From an optimization exercise on the open Yosys and OpenROAD flow, aimed at small area, a short achievable clock period and few clock cycles; shortcuts taken in it are not production practice.
Only simulation tests tie the RTL to the original design; equivalence was not proved.

==> flow/design.v, too long to show whole: its modules and the start of the top module <==
// module Milestone1: 863 lines
module Milestone1 (
   input  logic            Clock,
   input  logic            resetn,
   input  logic [15:0]     SRAM_read_data,
   input  logic            M1_start,
   output logic [17:0]     SRAM_address,
   output logic [15:0]     SRAM_write_data,
   output logic            SRAM_we_n,
   output logic            M1_end
);
  // ...
==> flow/flow/run.sh <==
#!/bin/bash
# The standard layout, with the timing repair steps asked to leave a larger
# setup margin (the clock and constraints are the design's own).
set -euo pipefail
bash standard.sh SETUP_SLACK_MARGIN=8.8 finish > flow_make.log 2>&1
==> flow/standard.sh <==
#!/bin/bash
# synth_recipe.tcl (not shown) runs the flow's synth.tcl, then flattens the netlist and writes it again
# the make line also repeats each setting of config.mk as NAME=value (left out here)
make -C /OpenROAD-flow-scripts/flow DESIGN_CONFIG=/design/flow/config.mk WORK_HOME=/design/flow/orfs CLKGATE_MAP_FILE= SYNTH_SCRIPT=/design/flow/synth_recipe.tcl "${@:-finish}"
==> flow/config.mk <==
export PLATFORM = sky130hd
export DESIGN_NAME = Milestone1
export DESIGN_NICKNAME = Milestone1
export VERILOG_FILES = /design/flow/design.v
export SDC_FILE = /design/flow/constraint.sdc
export NUM_CORES = 4
export LEC_CHECK = 0
export CAP_MARGIN = 20
export CORE_MARGIN = 2
export CORE_UTILIZATION = 55
export SLEW_MARGIN = 20
==> flow/constraint.sdc <==
create_clock -name core_clock -period 13.0 [get_ports {Clock}]
set_input_delay 2.6000 -clock core_clock [delete_from_list [all_inputs] [get_ports {Clock}]]
set_output_delay 2.6000 -clock core_clock [all_outputs]
set_load 0.01 [all_outputs]
==> run notes, run 1 <==
* Wl on met1 at ~27 mm
* Critical path depth at 14
* Worst EP arrival at 4.50 ns
* CP max-delay cell: fa_1
* Multiplexer share of the synthesized area at under 10%
* Main synth FF type: dfxtp_1
* Final #Nets at 2737
* EDFF count, synth at about 150
* Number of global-route vias before repair at 15860
* Adder-cell share of the synthesized area at between 20% and 30%
* Final non-filler cell total at ~2900
* Largest family of logic cells by synthesized area: adder cells
* # DRC at 0
* Post-Syn Nets at around 2700
* Worst reg2reg endpoint: vo[7]$_DFFE_PP_
* Met2 WL at 27.5 mm
* Register Area at between 8000 and 9000 µm²
* Flop2flop setup slack at approximately 8.8 ns
* Status: finished clean
* TNS Setup at 0 ns
* Final min period at roughly 4.2 ns
* Clock transition at path regs at 0.07 ns
* Initial antenna violation count at 1
* Fin util at between 60% and 70%
* Slew Viols, Final at 0
* Hold path depth at 0
* Resize count post-CTS at between 70 and 80
Testbench counts, summed over its fixed seeds: cycles 768,104.
==> run 2, diff against run 1 <==
--- a/flow/config.mk
+++ b/flow/config.mk
@@ -9,3 +9,3 @@
 export CORE_MARGIN = 2
-export CORE_UTILIZATION = 55
+export CORE_UTILIZATION = 40
 export SLEW_MARGIN = 20
==> run notes, run 2 <==
* CP max stage delay at 0.55 ns (was 0.50 ns)
* Yosys top cell area share at 20.2% (unchanged)
* Total die area at 59200 µm² (was 43300 µm²)
* Layout cell share with drive strength beyond 1 at 14.2% (was 13.8%)
* Cell with the most instances after synthesis: inv_1 (unchanged)
* DR vias/cell at 5.16 (was 5.57)
* Hold Crit Class: reg2reg (unchanged)
* CTS H-tree depth at 2 (unchanged)
* F_max at 240 MHz (was 237 MHz)
* Worst reg-to-reg path cell count at 14 (unchanged)
* HP Start: wr_on$_DFFE_PN0P_ (was vw[3][2]$_DFFE_PP_)
* Final Hold Vio Count at 0 (unchanged)
* CP max-delay cell: fa_1 (unchanged)
* Post-route ant nets at 0 (unchanged)
* EDFF count, synth at 154 (unchanged)
* Setup crit start kind: flop (unchanged)
* Syn Area/Cell at 10.2 µm² (unchanged)
* Worst-path cell chain: fa_1 > inv_2 > fa_1 > inv_1 > fa_1 > inv_2 > fa_1 > inv_1 > ha_2 > or3_4 > o31ai_4 > o21bai_1 > a211oi_2 > nor2_1 (was ha_4 > fa_2 > fa_1 > fa_1 > inv_1 > fa_1 > inv_1 > ha_2 > or3_4 > o31ai_4 > o21ai_2 > o21a_1 > nor2_2 > xnor2_2)
* Routed via count at 16095 (was 16112)
* Endpoint, Worst Hold: SRAM_we_n$_DFF_PN1_ (was vw[2][2]$_DFFE_PP_)
* Worst reg2reg endpoint: vo[5]$_DFFE_PP_ (was vo[7]$_DFFE_PP_)
* Die width at 243 µm (was 208 µm)
* CTS Buf Count at 40 (was 39)
* Final #Nets at 2736 (was 2737)
* Top post-synthesis cells by area: edfxtp_1 (20%), dfxtp_1 (16%), fa_1 (13%), ha_1 (13%), inv_1 (6.1%) (unchanged)
* Status: finished clean (unchanged)
* Final setup vio count at 0 (unchanged)
* WP buf/inv at 4 (was 2)
* Root buffer cell: clkbuf_16 (unchanged)
* Hold path depth at 1 (was 0)
* Final non-filler cell total at 3118 (was 2892)
* GRT overflow at 0 (unchanged)
* Commonest cells in the netlist: inv_1 (373), ha_1 (234), dfxtp_1 (185), edfxtp_1 (154), fa_1 (153) (unchanged)
* Largest regs: uw x48, vw x48, ypr x24 (unchanged)
* First-pass GRT wire length at 91.0 mm (about the same)
* Clock transition at path regs at 0.06 ns (was 0.07 ns)
* Initial antenna violation count at 0 (was 1)
* CTS Buffer Depth at 3 (unchanged)
* Area growth syn-to-layout at 16.0% (was 14.4%)
* Mean routed wirelength per cell at 18.8 µm (was 20.3 µm)
* DRT Wirelength at 58.5 mm (was 58.7 mm)
* Gpl congestion at 0.921 (was 0.906)
* Main synth FF type: dfxtp_1 (unchanged)
* Core Area at 56500 µm² (was 40900 µm²)
* Number of max-cap violations at 0 (unchanged)
* Critical path endpoint category: flop (unchanged)
* IO Count at 55 (unchanged)
* Largest net degree at the start of global routing at 68 (was 75)
* Flop2flop setup slack at 8.83 ns (was 8.79 ns)
* Seq/Total Area, Yosys at 36.8% (unchanged)
* Number of global-route vias before repair at 16205 (was 15860)
* Cell total after placement at 3006 (was 2781)
* Total Routing Usage GR at 19.8% (was 27.2%)
* Post-synth top area cell: edfxtp_1 (unchanged)
* DIE HEIGHT at 243 µm (was 208 µm)
* Yosys reg bits at 343 (unchanged)
* Fin crit share at 32.1% (was 32.4%)
* R2r startpoint: fp[6]$_DFF_P_ (was fp[4]$_DFF_P_)
* Pre-Repair DR Iteration Count at 5 (unchanged)
* Worst path most repeated cell: fa_1 (unchanged)
* DPL Wire Length at 45.2 mm (was 45.3 mm)
* Clk Latency, worst-skew pair at 0.58 ns (was 0.55 ns)
* Worst Tran Pin Value at 0.951 ns (was 1.01 ns)
* # DRC at 0 (unchanged)
* Initial core utilization at 40.5% (was 55.9%)
* Max transition margin at 36.4% (was 32.0%)
* RSZ-0062 raised after global routing: yes (unchanged)
* Critical path class: reg2reg (unchanged)
* I/O Buffers at 54 (unchanged)
* Clock skew at 0.0338 ns (was 0.0192 ns)
* Worst-path maximum fanout at 3 (was 4)
* Final WS setup at 8.83 ns (was 8.79 ns)
* # clock sinks at 343 (unchanged)
* Unique masters post-synth at 72 (unchanged)
* Fin util at 47.0% (was 64.0%)
* TritonCTS clock tree: yes (unchanged)
* Site Rows at 87 (was 74)
* Req. time, crit path at 13.29 ns (about the same)
* Place WS at 8.31 ns (was 8.44 ns)
* Async set-reset flop share out of synthesis at 1.17% (unchanged)
* Post-Syn Nets at 2656 (unchanged)
* Slew Viols, Final at 0 (unchanged)
* Worst EP arrival at 4.46 ns (was 4.50 ns)
* TNS Setup at 0 ns (unchanged)
* Commonest non-fill, non-tap cells in the layout: inv_1 (357), ha_1 (221), edfxtp_1 (154) (was inv_1 (355), ha_1 (222), edfxtp_1 (154))
* Final min period at 4.17 ns (was 4.21 ns)
* Commonest non-fill, non-tap cell in the layout: inv_1 (unchanged)
* Synth Cell Area at 22900 µm² (unchanged)
* Antenna Diode Count at 0 (unchanged)
* DR iter-0 viols at 1035 (was 1048)
* Critical path's top delay family: adder cells (unchanged)
* Synth warn at 3 (unchanged)
* Cells after Synth at 2250 (unchanged)
## run 2: cell counts after synthesis
No cell type changed its count.
## run 2: through the flow
stage / hold slack [ns] / instance area, µm²
4_1_cts: 0.437 / 26000
6_report: 0.437 / 26600
3_3_place_gp: 0.422 / 24200
3_5_place_dp: 0.424 / 24200
5_1_grt: 0.451 / 26600
2_1_floorplan: 0.400 / 22900
## run 2: what timing repair did
item | 4_1_cts | 5_1_grt
pin swaps | 28 | 45
gates resized for setup | 94 | 115
cloned | 1 | 2
buffers inserted | 18 | 16
endpoints found under the setup margin | 39 | 36
hold buffers | 0 | 0
## run 2: final cells by class
cell class / count / area, µm²
Clock inverter: 24 / 248
Fill cell: 5121 / 29900
Timing Repair Buffer: 100 / 927
Tap cell: 756 / 946
Multi-Input combinational cell: 1472 / 13500
Sequential cell: 343 / 8540
Clock buffer: 50 / 1040
Inverter: 373 / 1400
## run 2: worst max-delay path by stage
stage | startpoint | depth (start not counted) | to
finish | fp[6]$_DFF_P_ | 14 | vo[5]$_DFFE_PP_
global route | fp[6]$_DFF_P_ | 14 | uo[5]$_DFFE_PP_
CTS | fp[6]$_DFF_P_ | 14 | uo[8]$_DFFE_PP_
detailed placement | xv3[0]$_DFF_P_ | 15 | SRAM_write_data[1]$_DFF_P_
global placement | xv3[0]$_DFF_P_ | 15 | SRAM_write_data[1]$_DFF_P_
floorplan | cyc[2]$_SDFF_PP0_ | 4 | vbuf[0]$_DFFE_PP_
## run 2: logic make-up after synthesis
family	synth area share [%]
muxes	4.37
buffers and inverters	7.21
xor gates and xnor gates	4.21
DFF	36.8
AOI/OAI and AO/OA	11.6
adders and majority gates	26.2
and+or+nand+nor	9.58
## run 2: routing by layer
| metal | global-route usage (%) | share of wire, % | vias to the layer above |
|---|---|---|---|
| li1 | - | - | 7791 |
| met1 | 26.6 | 45 | 7785 |
| met2 | 32.2 | 47 | 411 |
| met3 | 3.58 | 5.3 | 108 |
| met4 | 6.48 | 3.2 | 0 |
| met5 | 0 | 0 | - |
## run 2: worst register-to-register path: stages, from the launching register on
cell and delay (ns):
dfxtp_4 0.36, fa_1 0.55, inv_2 0.04, fa_1 0.50
inv_1 0.05, fa_1 0.49, inv_2 0.04, fa_1 0.49
inv_1 0.05, ha_2 0.18, or3_4 0.34, o31ai_4 0.27
o21bai_1 0.19, a211oi_2 0.27, nor2_1 0.09
==> run 3, diff against run 2 <==
--- a/flow/config.mk
+++ b/flow/config.mk
@@ -10,2 +10,4 @@
 export CORE_UTILIZATION = 40
+export CTS_CLUSTER_DIAMETER = 80
+export CTS_CLUSTER_SIZE = 25
 export SLEW_MARGIN = 20
==> run notes, run 3 <==
* DR vias/cell at 5.19 (was 5.16)
* Cell total after placement at 3006 (unchanged)
* Number of global-route vias before repair at 15957 (was 16205)
* Slew Viols, Final at 0 (unchanged)
* Commonest non-fill, non-tap cell in the layout: inv_1 (unchanged)
* Number of max-cap violations at 0 (unchanged)
* # DRC at 0 (unchanged)
* Clk Latency, worst-skew pair at 0.60 ns (was 0.58 ns)
* Mean routed wirelength per cell at 18.9 µm (was 18.8 µm)
* First-pass GRT wire length at 89.9 mm (was 91.0 mm)
* Fin crit share at 32.4% (was 32.1%)
* Async set-reset flop share out of synthesis at 1.17% (unchanged)
* Antenna Diode Count at 0 (unchanged)
* Critical path endpoint category: flop (unchanged)
* # clock sinks at 343 (unchanged)
* Pre-Repair DR Iteration Count at 6 (was 5)
* Final WS setup at 8.78 ns (was 8.83 ns)
* DRT Wirelength at 58.5 mm (about the same)
* Status: finished clean (unchanged)
* Hold Crit Class: reg2reg (unchanged)
* Synth Cell Area at 22900 µm² (unchanged)
* Worst EP arrival at 4.54 ns (was 4.46 ns)
* Post-synth top area cell: edfxtp_1 (unchanged)
* Worst-path cell chain: fa_1 > inv_2 > fa_1 > inv_1 > fa_1 > inv_2 > fa_1 > inv_1 > ha_2 > or3_4 > o31ai_4 > o21ai_2 > buf_6 > o41ai_4 > xnor2_2 (was fa_1 > inv_2 > fa_1 > inv_1 > fa_1 > inv_2 > fa_1 > inv_1 > ha_2 > or3_4 > o31ai_4 > o21bai_1 > a211oi_2 > nor2_1)
* Top post-synthesis cells by area: edfxtp_1 (20%), dfxtp_1 (16%), fa_1 (13%), ha_1 (13%), inv_1 (6.1%) (unchanged)
* CTS H-tree depth at 1 (was 2)
* Gpl congestion at 0.921 (unchanged)
* Clock skew at 0.0343 ns (was 0.0338 ns)
* DPL Wire Length at 45.2 mm (unchanged)
* Post-Syn Nets at 2656 (unchanged)
* Main synth FF type: dfxtp_1 (unchanged)
* Largest net degree at the start of global routing at 68 (unchanged)
* Commonest cells in the netlist: inv_1 (373), ha_1 (234), dfxtp_1 (185), edfxtp_1 (154), fa_1 (153) (unchanged)
* Post-route ant nets at 0 (unchanged)
* Critical path class: reg2reg (unchanged)
* CP max stage delay at 0.55 ns (about the same)
* Syn Area/Cell at 10.2 µm² (unchanged)
* Commonest non-fill, non-tap cells in the layout: inv_1 (353), ha_1 (214), edfxtp_1 (154) (was inv_1 (357), ha_1 (221), edfxtp_1 (154))
* Worst path most repeated cell: fa_1 (unchanged)
* Cell with the most instances after synthesis: inv_1 (unchanged)
* Fin util at 46.8% (was 47.0%)
* TritonCTS clock tree: yes (unchanged)
* Total die area at 59200 µm² (unchanged)
* RSZ-0062 raised after global routing: yes (unchanged)
* Yosys top cell area share at 20.2% (unchanged)
* Worst Tran Pin Value at 0.963 ns (was 0.951 ns)
* Initial core utilization at 40.5% (unchanged)
* CTS Buf Count at 26 (was 40)
* Final #Nets at 2730 (was 2736)
* Seq/Total Area, Yosys at 36.8% (unchanged)
* Setup crit start kind: flop (unchanged)
* Final setup vio count at 0 (unchanged)
* TNS Setup at 0 ns (unchanged)
* Final Hold Vio Count at 0 (unchanged)
* Final min period at 4.22 ns (was 4.17 ns)
* Req. time, crit path at 13.32 ns (was 13.29 ns)
* Die width at 243 µm (unchanged)
* EDFF count, synth at 154 (unchanged)
* Total Routing Usage GR at 19.4% (was 19.8%)
* Register Area at 8560 µm² (was 8540 µm²)
* Fillers at 5138 (was 5121)
* Site Rows at 87 (unchanged)
* Final non-filler cell total at 3100 (was 3118)
* Yosys reg bits at 343 (unchanged)
* I/O Buffers at 54 (unchanged)
* Synth warn at 3 (unchanged)
* Clock transition at path regs at 0.10 ns (was 0.06 ns)
* Core Area at 56500 µm² (unchanged)
* CP max-delay cell: fa_1 (unchanged)
* Max transition margin at 35.7% (was 36.4%)
* Root buffer cell: clkbuf_16 (unchanged)
* GRT overflow at 0 (unchanged)
* Cells after Synth at 2250 (unchanged)
* Cts hold-fix bufs at 0 (unchanged)
* F_max at 237 MHz (was 240 MHz)
* Worst-path maximum fanout at 3 (unchanged)
* Layout cell share with drive strength beyond 1 at 15.0% (was 14.2%)
* Unique masters post-synth at 72 (unchanged)
* DIE HEIGHT at 243 µm (unchanged)
* Multi-input gate area at 13600 µm² (was 13500 µm²)
* CTS Buffer Depth at 3 (unchanged)
* Area growth syn-to-layout at 15.4% (was 16.0%)
* Initial antenna violation count at 0 (unchanged)
* Place WS at 8.31 ns (unchanged)
* IO Count at 55 (unchanged)
* Routed via count at 16103 (was 16095)
* DR iter-0 viols at 1025 (was 1035)
* Largest regs: uw x48, vw x48, ypr x24 (unchanged)
[run 3: cell types whose count changed in the layout (fill, tap and decap cells not counted), sizes merged]
| cell | before | now |
|---|---|---|
| clkbuf | 51 | 30 |
| bufinv | 2 | 0 |
| buf | 45 | 53 |
| clkinv | 14 | 10 |
| clkinvlp | 5 | 1 |
| inv | 376 | 381 |
[run 3: kinds of logic after synthesis]
family | Yosys count | share of synthesized area [%]
flops | 343 | 36.8
mux | 93 | 4.37
fa+ha+maj | 387 | 26.2
simple gates | 458 | 9.58
buf+inv | 437 | 7.21
xor+xnor | 110 | 4.21
compound gates | 422 | 11.6
[run 3: path summary, 6_finish.rpt]
path                                    startpoint                  end  slack, ns  depth (start not counted)
worst max-delay path                 fp[6]$_DFF_P_      vo[8]$_DFFE_PP_       8.78                         15
worst min-delay path            vw[5][6]$_DFFE_PP_   vw[4][6]$_DFFE_PP_       0.44                          0
worst max register to register       fp[6]$_DFF_P_      vo[8]$_DFFE_PP_       8.78                         15
worst min register to register  vw[5][6]$_DFFE_PP_   vw[4][6]$_DFFE_PP_       0.44                          0
max in group asynchronous                   resetn  SRAM_we_n$_DFF_PN1_      10.55                          1
min in group asynchronous                   resetn   M1_end$_DFFE_PN0P_       2.21                          1
[run 3: worst max-delay path: cells and delay by family (launching register included)]
family | cells | cell delay [ns]
AND/OR/NAND/NOR | 1 | 0.34
adder cells (fa/ha/maj) | 5 | 2.20
buffers and inverters | 5 | 0.31
flip-flops | 1 | 0.37
AO/OA/AOI/OAI | 3 | 0.63
XOR/XNOR | 1 | 0.10
[run 3: routing by layer]
layer	vias to the layer above	global-route usage [%]	wire [µm]
li1	7777	-	-
met1	7841	26.4	26300
met2	402	32.1	27800
met3	83	3.00	2760
met4	0	5.16	1570
met5	-	0	0
[run 3: repair_timing]
action / CTS / global route
endpoints found under the setup margin: 39 / 38
pin swaps: 12 / 72
gates cloned: 1 / 2
resized for setup: 73 / 171
setup buffers: 9 / 33
[run 3: area by class of cell]
cell class	count	area share, %
Clock inverter	19	0.995
Inverter	373	5.30
Sequential cell	343	32.4
Multi-Input combinational cell	1472	51.4
Clock buffer	29	2.51
Timing Repair Buffer	108	3.77
Tap cell	756	3.58
[run 3: per-stage QoR]
| stage | hold slack, ns | instance area, µm² |
|---|---|---|
| 2_1_floorplan | 0.400 | 22900 |
| 3_3_place_gp | 0.422 | 24200 |
| 3_5_place_dp | 0.424 | 24200 |
| 4_1_cts | 0.441 | 25500 |
| 5_1_grt | 0.458 | 26400 |
| 6_report | 0.439 | 26400 |
==> run 4, diff against run 3 <==
--- a/flow/config.mk
+++ b/flow/config.mk
@@ -9,5 +9,5 @@
 export CORE_MARGIN = 2
-export CORE_UTILIZATION = 40
-export CTS_CLUSTER_DIAMETER = 80
-export CTS_CLUSTER_SIZE = 25
+export CORE_UTILIZATION = 60
+export CTS_CLUSTER_DIAMETER = 60
+export CTS_CLUSTER_SIZE = 20
 export SLEW_MARGIN = 20
==> run notes, run 4 <==
* Max transition margin at 29.3% (was 35.7%)
* Clock skew at 0.0223 ns (was 0.0343 ns)
* Post-route ant nets at 0 (unchanged)
* Worst Tran Pin Value at 1.06 ns (was 0.963 ns)
* Final non-filler cell total at 2864 (was 3100)
* Final min period at 4.22 ns (about the same)
* CTS Buffer Depth at 3 (unchanged)
* Cells after Synth at 2250 (unchanged)
* # clock sinks at 343 (unchanged)
* Critical path's top delay family: adder cells (unchanged)
* DR vias/cell at 5.65 (was 5.19)
* Req. time, crit path at 13.33 ns (was 13.32 ns)
* Initial core utilization at 60.8% (was 40.5%)
* Antenna Diode Count at 0 (unchanged)
* Fin crit share at 32.5% (was 32.4%)
* RSZ-0062 raised after global routing: yes (unchanged)
* DIE HEIGHT at 199 µm (was 243 µm)
* Syn Area/Cell at 10.2 µm² (unchanged)
* GRT overflow at 0 (unchanged)
* Critical path class: reg2reg (unchanged)
* # DRC at 0 (unchanged)
* Final #Nets at 2735 (was 2730)
* First-pass GRT wire length at 89.1 mm (was 89.9 mm)
* Yosys top cell area share at 20.2% (unchanged)
* CTS Buf Count at 30 (was 26)
* Worst EP arrival at 4.55 ns (was 4.54 ns)
* Mean routed wirelength per cell at 20.3 µm (was 18.9 µm)
* Status: finished clean (unchanged)
* CP max stage delay at 0.53 ns (was 0.55 ns)
* Worst-path cell chain: fa_1 > inv_1 > fa_1 > inv_1 > fa_1 > inv_1 > fa_1 > inv_1 > ha_2 > or3_4 > o31ai_4 > o21ai_2 > o21a_1 > nor2_2 > xnor2_1 (was fa_1 > inv_2 > fa_1 > inv_1 > fa_1 > inv_2 > fa_1 > inv_1 > ha_2 > or3_4 > o31ai_4 > o21ai_2 > buf_6 > o41ai_4 > xnor2_2)
* Number of max-cap violations at 0 (unchanged)
* Slew Viols, Final at 0 (unchanged)
* Post-Syn Nets at 2656 (unchanged)
* Hold WS at 0.442 ns (was 0.439 ns)
* Routed via count at 16177 (was 16103)
* Top post-synthesis cells by area: edfxtp_1 (20%), dfxtp_1 (16%), fa_1 (13%), ha_1 (13%), inv_1 (6.1%) (unchanged)
* EDFF count, synth at 154 (unchanged)
* Main synth FF type: dfxtp_1 (unchanged)
* Initial antenna violation count at 2 (was 0)
* Unique masters post-synth at 72 (unchanged)
* Seq/Total Area, Yosys at 36.8% (unchanged)
* Post-synth top area cell: edfxtp_1 (unchanged)
* Largest net degree at the start of global routing at 83 (was 68)
* TritonCTS clock tree: yes (unchanged)
* DPL Wire Length at 44.8 mm (was 45.2 mm)
* Commonest non-fill, non-tap cells in the layout: inv_1 (348), ha_1 (215), edfxtp_1 (154) (was inv_1 (353), ha_1 (214), edfxtp_1 (154))
* Critical path endpoint category: flop (unchanged)
* Cell with the most instances after synthesis: inv_1 (unchanged)
* I/O Buffers at 54 (unchanged)
* Core Area at 37700 µm² (was 56500 µm²)
* DRT Wirelength at 58.1 mm (was 58.5 mm)
* TNS Setup at 0 ns (unchanged)
* Synth Cell Area at 22900 µm² (unchanged)
* Commonest cells in the netlist: inv_1 (373), ha_1 (234), dfxtp_1 (185), edfxtp_1 (154), fa_1 (153) (unchanged)
* Commonest non-fill, non-tap cell in the layout: inv_1 (unchanged)
* Total Routing Usage GR at 29.6% (was 19.4%)
* Die width at 199 µm (was 243 µm)
* Clk Latency, worst-skew pair at 0.59 ns (was 0.60 ns)
* F_max at 237 MHz (about the same)
* Total die area at 39700 µm² (was 59200 µm²)
* Place WS at 8.28 ns (was 8.31 ns)
* Final Hold Vio Count at 0 (unchanged)
* Worst-path maximum fanout at 3 (unchanged)
* Synth warn at 3 (unchanged)
* Gpl congestion at 0.980 (was 0.921)
* Layout cell share with drive strength beyond 1 at 14.4% (was 15.0%)
* DR iter-0 viols at 1208 (was 1025)
* WP buf/inv at 4 (was 5)
* Async set-reset flop share out of synthesis at 1.17% (unchanged)
* Clock transition at path regs at 0.08 ns (was 0.10 ns)
* Pre-Repair DR Iteration Count at 8 (was 6)
* Cell total after placement at 2760 (was 3006)
* Area growth syn-to-layout at 13.9% (was 15.4%)
* CP max-delay cell: fa_1 (unchanged)
* Root buffer cell: clkbuf_16 (unchanged)
* Largest regs: uw x48, vw x48, ypr x24 (unchanged)
* Final setup vio count at 0 (unchanged)
* Yosys reg bits at 343 (unchanged)
* Number of global-route vias before repair at 16160 (was 15957)
* CTS H-tree depth at 1 (unchanged)
* Final WS setup at 8.78 ns (about the same)
* Setup crit start kind: flop (unchanged)
* Site Rows at 71 (was 87)
* IO Count at 55 (unchanged)
* Hold Crit Class: reg2reg (unchanged)
==> run 4: cell counts after synthesis <==
Identical to the previous run, type by type.
==> run 4: repair_timing <==
action | CTS | global route
hold buffers | 0 | 0
resized for setup | 78 | 139
pin swaps | 26 | 61
endpoints found under the setup margin | 39 | 42
gates cloned | 1 | 0
setup buffers | 15 | 32
==> run 4: cell type report <==
type                    instances  area (µm²)
multi-input cells            1471       13500
fillers                      2972       11600
flip-flops and latches        343        8560
inverters                     373        1410
repair buffers                110         980
clock buffers                  36         795
well taps                     511         639
clock inverters                20         246
==> run 4: routing by layer <==
| layer | vias up | wire [µm] | global-route usage [%] |
|---|---|---|---|
| met5 | - | 27 | 0 |
| met2 | 507 | 26700 | 47.8 |
| met4 | 4 | 2160 | 9.99 |
| met3 | 113 | 4030 | 5.76 |
| li1 | 7765 | - | - |
| met1 | 7788 | 25300 | 40.3 |
==> run 4: kinds of logic after synthesis <==
kind of cell	after synthesis	synth area share, %
compound gates	422	11.6
xor+xnor	110	4.21
fa+ha+maj	387	26.2
buf+inv	437	7.21
flops	343	36.8
mux	93	4.37
simple gates	458	9.58
==> run 4: final timing paths <==
check,start,end,slack [ns],cells after the start
setup / recovery,fp[6]$_DFF_P_,uo[7]$_DFFE_PP_,8.78,15
hold reg to reg,uw[1][1]$_DFFE_PP_,uw[0][1]$_DFFE_PP_,0.44,0
hold / removal,uw[1][1]$_DFFE_PP_,uw[0][1]$_DFFE_PP_,0.44,0
min in group asynchronous,resetn,wr_on$_DFFE_PN0P_,2.20,1
max in group asynchronous,resetn,SRAM_we_n$_DFF_PN1_,10.57,1
setup reg to reg,fp[6]$_DFF_P_,uo[7]$_DFFE_PP_,8.78,15
==> run 4: metrics by stage <==
| step | cell area [µm²] | util (%) |
|---|---|---|
| final | 26100 | 69.3 |
| after global routing | 26100 | 69.3 |
| after CTS | 25400 | 67.4 |
| after detailed placement | 23900 | 63.5 |
| after global placement | 23900 | 63.5 |
| after floorplan | 22900 | - |
==> run 5, diff against run 4 <==
==> flow/flow/run.sh (replaced) <==
#!/bin/bash
# The standard layout (the standard.sh), with these ORFS settings changed:
#   SETUP_SLACK_MARGIN=9.3 "BUFFER_PORTS_ARGS=-buffer_cell sky130_fd_sc_hd__buf_2"
# The clock, the constraints and the synthesis are the design's own.
set -euo pipefail
bash standard.sh SETUP_SLACK_MARGIN=9.3 "BUFFER_PORTS_ARGS=-buffer_cell sky130_fd_sc_hd__buf_2" finish > flow_make.log 2>&1
--- a/flow/config.mk
+++ b/flow/config.mk
@@ -9,5 +9,3 @@
 export CORE_MARGIN = 2
-export CORE_UTILIZATION = 60
-export CTS_CLUSTER_DIAMETER = 60
-export CTS_CLUSTER_SIZE = 20
+export CORE_UTILIZATION = 40
 export SLEW_MARGIN = 20
==> run notes, run 5 <==
* GRT overflow at 0 (unchanged)
* Register Area at 8560 µm² (about the same)
* Crit. Startpoint: fp[6]$_DFF_P_ (unchanged)
* HP Start: vw[3][6]$_DFFE_PP_ (was uw[1][1]$_DFFE_PP_)
* Pre-Repair DR Iteration Count at 5 (was 8)
* Final setup vio count at 0 (unchanged)
* Critical path's top delay family: adder cells (unchanged)
* Slew Viols, Final at 0 (unchanged)
* Total die area at 59200 µm² (was 39700 µm²)
* Critical path endpoint category: flop (unchanged)
* Req. time, crit path at 13.30 ns (was 13.33 ns)
* Die width at 243 µm (was 199 µm)
* Status: finished clean (unchanged)
* Layout cell share with drive strength beyond 1 at 20.2% (was 14.4%)
* Final WS setup at 8.82 ns (was 8.78 ns)
* Post-synth top area cell: edfxtp_1 (unchanged)
* # DRC at 0 (unchanged)
* Yosys reg bits at 343 (unchanged)
* Final non-filler cell total at 3145 (was 2864)
* CTS Buf Count at 37 (was 30)
* Clock transition at path regs at 0.07 ns (was 0.08 ns)
* WP buf/inv at 4 (unchanged)
* EDFF count, synth at 154 (unchanged)
* Number of global-route vias before repair at 16593 (was 16160)
* DR iter-0 viols at 777 (was 1208)
* CP max stage delay at 0.53 ns (about the same)
* CP max-delay cell: fa_1 (unchanged)
* Final min period at 4.18 ns (was 4.22 ns)
* Routed via count at 16154 (was 16177)
* DR vias/cell at 5.14 (was 5.65)
* Cell with the most instances after synthesis: inv_1 (unchanged)
* RSZ-0062 raised after global routing: yes (unchanged)
* TNS Setup at 0 ns (unchanged)
* Largest net degree at the start of global routing at 74 (was 83)
* Gpl congestion at 0.874 (was 0.980)
* CTS H-tree depth at 2 (was 1)
* TritonCTS clock tree: yes (unchanged)
* Clock skew at 0.0353 ns (was 0.0223 ns)
* Multi-input gate area at 13800 µm² (was 13500 µm²)
* Cell total after placement at 3004 (was 2760)
* Initial core utilization at 40.5% (was 60.8%)
* First-pass GRT wire length at 87.9 mm (was 89.1 mm)
* Fin crit share at 32.1% (was 32.5%)
* Worst Tran Pin Value at 0.935 ns (was 1.06 ns)
* DRT Wirelength at 55.2 mm (was 58.1 mm)
* Syn Area/Cell at 10.2 µm² (unchanged)
* Clk Latency, worst-skew pair at 0.57 ns (was 0.59 ns)
* Max transition margin at 37.5% (was 29.3%)
* Setup crit start kind: flop (unchanged)
* Main synth FF type: dfxtp_1 (unchanged)
* DPL Wire Length at 41.4 mm (was 44.8 mm)
* I/O Buffers at 54 (unchanged)
* Unique masters post-synth at 72 (unchanged)
* F_max at 239 MHz (was 237 MHz)
* Seq/Total Area, Yosys at 36.8% (unchanged)
* Cts hold-fix bufs at 0 (unchanged)
* Area growth syn-to-layout at 17.6% (was 13.9%)
* Final #Nets at 2767 (was 2735)
* Worst EP arrival at 4.48 ns (was 4.55 ns)
* Synth Cell Area at 22900 µm² (unchanged)
* CTS Buffer Depth at 3 (unchanged)
* Initial antenna violation count at 1 (was 2)
* Fillers at 5156 (was 2972)
* Yosys top cell area share at 20.2% (unchanged)
* Mean routed wirelength per cell at 17.6 µm (was 20.3 µm)
* Async set-reset flop share out of synthesis at 1.17% (unchanged)
* Commonest non-fill, non-tap cell in the layout: inv_1 (unchanged)
* Hold Crit Class: reg2reg (unchanged)
* Antenna Diode Count at 0 (unchanged)
* IO Count at 55 (unchanged)
* Top post-synthesis cells by area: edfxtp_1 (20%), dfxtp_1 (16%), fa_1 (13%), ha_1 (13%), inv_1 (6.1%) (unchanged)
* Critical path class: reg2reg (unchanged)
* R2r startpoint: fp[6]$_DFF_P_ (unchanged)
* Number of max-cap violations at 0 (unchanged)
* Site Rows at 87 (was 71)
* Total Routing Usage GR at 18.6% (was 29.6%)
* Cells after Synth at 2250 (unchanged)
* Place WS at 8.66 ns (was 8.28 ns)
* Synth warn at 3 (unchanged)
* Worst-path maximum fanout at 4 (was 3)
* DIE HEIGHT at 243 µm (was 199 µm)
* Largest regs: uw x48, vw x48, ypr x24 (unchanged)
* Post-Syn Nets at 2656 (unchanged)
* Commonest non-fill, non-tap cells in the layout: inv_1 (350), ha_1 (213), edfxtp_1 (154) (was inv_1 (348), ha_1 (215), edfxtp_1 (154))
* Final Hold Vio Count at 0 (unchanged)
* Worst-path cell chain: fa_1 > inv_1 > fa_1 > inv_1 > fa_1 > inv_1 > fa_1 > inv_1 > ha_2 > or3_4 > o31ai_4 > o21ai_2 > o21a_1 > nor2_2 > xnor2_1 (unchanged)
* Commonest cells in the netlist: inv_1 (373), ha_1 (234), dfxtp_1 (185), edfxtp_1 (154), fa_1 (153) (unchanged)
* Core Area at 56500 µm² (was 37700 µm²)
* Root buffer cell: clkbuf_16 (unchanged)
* # clock sinks at 343 (unchanged)
* Post-route ant nets at 0 (unchanged)
==> run 5: worst paths after layout <==
| kind | endpoint | slack [ns] | cells after the start |
|---|---|---|---|
| max | uo[7]$_DFFE_PP_ | 8.82 | 15 |
| min | vw[2][6]$_DFFE_PP_ | 0.44 | 0 |
| max reg2reg | uo[7]$_DFFE_PP_ | 8.82 | 15 |
| min reg2reg | vw[2][6]$_DFFE_PP_ | 0.44 | 0 |
| max in group asynchronous | SRAM_we_n$_DFF_PN1_ | 10.95 | 1 |
| min in group asynchronous | M1_end$_DFFE_PN0P_ | 1.85 | 1 |
==> run 5: what timing repair did <==
item | CTS | global route
endpoints found under the setup margin | 51 | 48
pin swaps | 53 | 72
setup buffers | 43 | 29
gates cloned | 1 | 1
resized for setup | 113 | 96
==> run 5: area by class of cell <==
cell class / instances / area share, %
Timing Repair Buffer: 135 / 3.74
Multi-Input combinational cell: 1471 / 51.1
Tap cell: 756 / 3.51
Inverter: 373 / 5.21
Sequential cell: 343 / 31.8
Clock inverter: 24 / 1.01
Clock buffer: 43 / 3.67
==> run 5: routing by layer <==
metal  wire [µm]  GRT usage, %
met1       25700          25.0
met2       25900          30.9
met3        2090          2.70
met4        1540          5.77
met5          13             0
==> run 5: cells by family after synthesis <==
| group | synth area share [%] |
|---|---|
| flip-flops | 36.8 |
| buffers and inverters | 7.21 |
| multiplexers | 4.37 |
| adder cells (fa/ha/maj) | 26.2 |
| AND/OR/NAND/NOR | 9.58 |
| AO/OA/AOI/OAI | 11.6 |
| XOR/XNOR | 4.21 |
==> run 5: worst register-to-register path: cells and delay by family (launching register included) <==
family                     cells  cell delay [ns]
xor gates and xnor gates       1             0.09
AOI/OAI and AO/OA              3             0.65
and+or+nand+nor                2             0.46
DFF                            1             0.37
buffers and inverters          4             0.19
adders and majority gates      5             2.16
==> run 5: stage by stage <==
step	hold WS, ns	area (µm²)	utilization [%]
floorplan	0.400	23200	-
detailed placement	0.429	24200	42.9
CTS	0.444	26300	46.6
global route	0.443	26900	47.7
global placement	0.421	24200	42.9
finish	0.444	26900	47.7
==> run 6, diff against run 5 <==
==> flow/flow/run.sh (replaced) <==
#!/bin/bash
# The standard layout (the standard.sh), with these ORFS settings changed:
#   SETUP_SLACK_MARGIN=9.0 "BUFFER_PORTS_ARGS=-buffer_cell sky130_fd_sc_hd__buf_2"
# The clock, the constraints and the synthesis are the design's own.
set -euo pipefail
bash standard.sh SETUP_SLACK_MARGIN=9.0 "BUFFER_PORTS_ARGS=-buffer_cell sky130_fd_sc_hd__buf_2" finish > flow_make.log 2>&1
==> run notes, run 6 <==
* Status: finished clean (unchanged)
* Site Rows at 87 (unchanged)
* # DRC at 0 (unchanged)
* F_max at 234 MHz (was 239 MHz)
* Top Metal Used: met4 (was met5)
* Clock transition at path regs at 0.06 ns (was 0.07 ns)
* Yosys reg bits at 343 (unchanged)
* Final Hold Vio Count at 0 (unchanged)
* TritonCTS clock tree: yes (unchanged)
* Main synth FF type: dfxtp_1 (unchanged)
* CTS Buf Count at 38 (was 37)
* Area growth syn-to-layout at 16.9% (was 17.6%)
* Commonest non-fill, non-tap cell in the layout: inv_1 (unchanged)
* TNS Setup at 0 ns (unchanged)
* Cells after Synth at 2250 (unchanged)
* Hold Crit Class: reg2reg (unchanged)
* # clock sinks at 343 (unchanged)
* Yosys top cell area share at 20.2% (unchanged)
* Final WS setup at 8.72 ns (was 8.82 ns)
* Commonest non-fill, non-tap cells in the layout: inv_1 (346), ha_1 (213), edfxtp_1 (154) (was inv_1 (350), ha_1 (213), edfxtp_1 (154))
* Met2 WL at 28.2 mm (was 25.9 mm)
* IO Count at 55 (unchanged)
* CTS H-tree depth at 2 (unchanged)
* DRT Wirelength at 58.6 mm (was 55.2 mm)
* Critical path class: reg2reg (unchanged)
* Initial antenna violation count at 2 (was 1)
* Total die area at 59200 µm² (unchanged)
* Worst EP arrival at 4.57 ns (was 4.48 ns)
* Synth Cell Area at 22900 µm² (unchanged)
* Place WS at 8.34 ns (was 8.66 ns)
* I/O Buffers at 54 (unchanged)
* Largest regs: uw x48, vw x48, ypr x24 (unchanged)
* Req. time, crit path at 13.29 ns (was 13.30 ns)
* Commonest cells in the netlist: inv_1 (373), ha_1 (234), dfxtp_1 (185), edfxtp_1 (154), fa_1 (153) (unchanged)
* Critical path endpoint category: flop (unchanged)
* Seq/Total Area, Yosys at 36.8% (unchanged)
* DR iter-0 viols at 983 (was 777)
* Async set-reset flop share out of synthesis at 1.17% (unchanged)
* Final min period at 4.28 ns (was 4.18 ns)
* Pre-Repair DR Iteration Count at 5 (unchanged)
* DIE HEIGHT at 243 µm (unchanged)
* Unique masters post-synth at 72 (unchanged)
* Top post-synthesis cells by area: edfxtp_1 (20%), dfxtp_1 (16%), fa_1 (13%), ha_1 (13%), inv_1 (6.1%) (unchanged)
* DR vias/cell at 5.15 (was 5.14)
* Hold path depth at 0 (unchanged)
* CTS Buffer Depth at 3 (unchanged)
* Root buffer cell: clkbuf_16 (unchanged)
* Worst Tran Pin Value at 0.880 ns (was 0.935 ns)
* Routed via count at 16109 (was 16154)
* Slew Viols, Final at 0 (unchanged)
* Final #Nets at 2749 (was 2767)
* DPL Wire Length at 44.8 mm (was 41.4 mm)
* Clock skew at 0.0248 ns (was 0.0353 ns)
* Fin crit share at 32.9% (was 32.1%)
* Number of max-cap violations at 0 (unchanged)
* Number of global-route vias before repair at 16485 (was 16593)
* Wl on met1 at 26.3 mm (was 25.7 mm)
* Met3 Wirelength at 2.70 mm (was 2.09 mm)
* First-pass GRT wire length at 92.2 mm (was 87.9 mm)
* Post-route ant nets at 0 (unchanged)
* RSZ-0062 raised after global routing: yes (unchanged)
* Largest net degree at the start of global routing at 64 (was 74)
* Cts hold-fix bufs at 0 (unchanged)
* Worst-path maximum fanout at 3 (was 4)
* Fillers at 5206 (was 5156)
* Post-synth top area cell: edfxtp_1 (unchanged)
* GRT overflow at 0 (unchanged)
* Cell with the most instances after synthesis: inv_1 (unchanged)
* Die width at 243 µm (unchanged)
* Synth warn at 3 (unchanged)
* Final setup vio count at 0 (unchanged)
* Syn Area/Cell at 10.2 µm² (unchanged)
* Total Routing Usage GR at 19.9% (was 18.6%)
* Core Area at 56500 µm² (unchanged)
* Setup crit start kind: flop (unchanged)
* Mean routed wirelength per cell at 18.7 µm (was 17.6 µm)
* Antenna Diode Count at 0 (unchanged)
* Gpl congestion at 0.936 (was 0.874)
* Post-Syn Nets at 2656 (unchanged)
* Fin util at 47.4% (was 47.7%)
* Worst reg-to-reg path cell count at 15 (unchanged)
* Clk Latency, worst-skew pair at 0.57 ns (about the same)
* Initial core utilization at 40.5% (unchanged)
* Max transition margin at 41.3% (was 37.5%)
* Layout cell share with drive strength beyond 1 at 18.9% (was 20.2%)
* EDFF count, synth at 154 (unchanged)
[run 6: final cells by class]
type | instances | area (µm²) | area share (%)
Multi-Input combinational cell | 1472 | 13700 | 51.1
Sequential cell | 343 | 8580 | 32.0
Inverter | 373 | 1410 | 5.26
Clock buffer | 51 | 1050 | 3.93
Tap cell | 756 | 946 | 3.53
Timing Repair Buffer | 115 | 825 | 3.08
Clock inverter | 19 | 274 | 1.02
[run 6: critical path: stages (launching register included)]
cell and delay [ns]:
dfxtp_4 0.37, fa_1 0.55, inv_2 0.04, fa_1 0.51, inv_2 0.04, fa_1 0.47
inv_1 0.05, fa_1 0.50, inv_1 0.05, ha_2 0.18, or3_4 0.33, o31ai_4 0.31
buf_6 0.16, o21bai_4 0.08, a211oi_2 0.22, nor2_1 0.12
[run 6: layer usage]
metal	up-vias	GRT usage [%]
met2	331	33.7
met3	77	2.58
met1	7883	26.7
met4	0	5.50
li1	7818	-
met5	-	0
[run 6: cell families after synthesis]
family / count (synthesis) / synth area share (%)
AND/OR/NAND/NOR: 458 / 9.58
buffers and inverters: 437 / 7.21
AO/OA/AOI/OAI: 422 / 11.6
adder cells (fa/ha/maj): 387 / 26.2
flip-flops: 343 / 36.8
XOR/XNOR: 110 / 4.21
multiplexers: 93 / 4.37
[run 6: timing repair]
action / CTS / global route
gates cloned: 1 / 2
pin swaps: 43 / 52
buffers inserted: 29 / 19
resized for setup: 167 / 98
setup endpoints to repair: 40 / 45
[run 6: worst paths after layout]
path	from	end	slack, ns
max in group asynchronous	resetn	SRAM_we_n$_DFF_PN1_	10.95
min	uw[3][3]$_DFFE_PP_	uw[2][3]$_DFFE_PP_	0.43
max	fp[6]$_DFF_P_	vo[5]$_DFFE_PP_	8.72
min reg2reg	uw[3][3]$_DFFE_PP_	uw[2][3]$_DFFE_PP_	0.43
min in group asynchronous	resetn	running$_DFF_PN0_	1.83
max reg2reg	fp[6]$_DFF_P_	vo[5]$_DFFE_PP_	8.72
[run 6: through the flow]
stage	hold WS (ns)	cell area, µm²	std cells
2_1_floorplan	0.400	23000	2250
3_3_place_gp	0.425	24000	3007
4_1_cts	0.422	26200	3107
5_1_grt	0.440	26800	3129
6_report	0.430	26800	3129
3_5_place_dp	0.429	24100	3007

[separate check: timing with driven ports]
In the flow no input, the clock included, has a driving cell. The finished layouts below were timed again as built, in two steps. Step 1 (the two cells are an assumption about what drives the block):
set clk [get_ports {Clock}]
set_driving_cell -lib_cell sky130_fd_sc_hd__clkbuf_16 $clk
set_driving_cell -lib_cell sky130_fd_sc_hd__buf_2 [delete_from_list [all_inputs] $clk]
Step 2 times the ports against the registers' clock, not the clock port: input delays grow and output delays shrink by t, the midpoint of the rising clock arrivals with the driver on. Slacks: ideal / step 1 / step 2; pairs: ideal / step 1.
| run | t (ns) | setup WS [ns] | worst register clock-pin slew, ns |
|---|---|---|---|
| run 1 | 0.607 | 8.786 / 8.786 / 8.661 | 0.07 / 0.07 |
| run 2 | 0.619 | 8.832 / 8.832 / 8.686 | 0.07 / 0.07 |
| run 3 | 0.641 | 8.784 / 8.784 / 8.681 | 0.10 / 0.10 |
| run 4 | 0.635 | 8.779 / 8.779 / 8.726 | 0.08 / 0.08 |
| run 5 | 0.611 | 8.823 / 8.823 / 8.823 | 0.07 / 0.07 |
| run 6 | 0.621 | 8.722 / 8.722 / 8.722 | 0.07 / 0.07 |
After both steps every run listed still meets setup and hold. For run 2, which loses most, drivers alone change the setup slack by 0.000 ns; drivers and shift together by -0.146 ns.
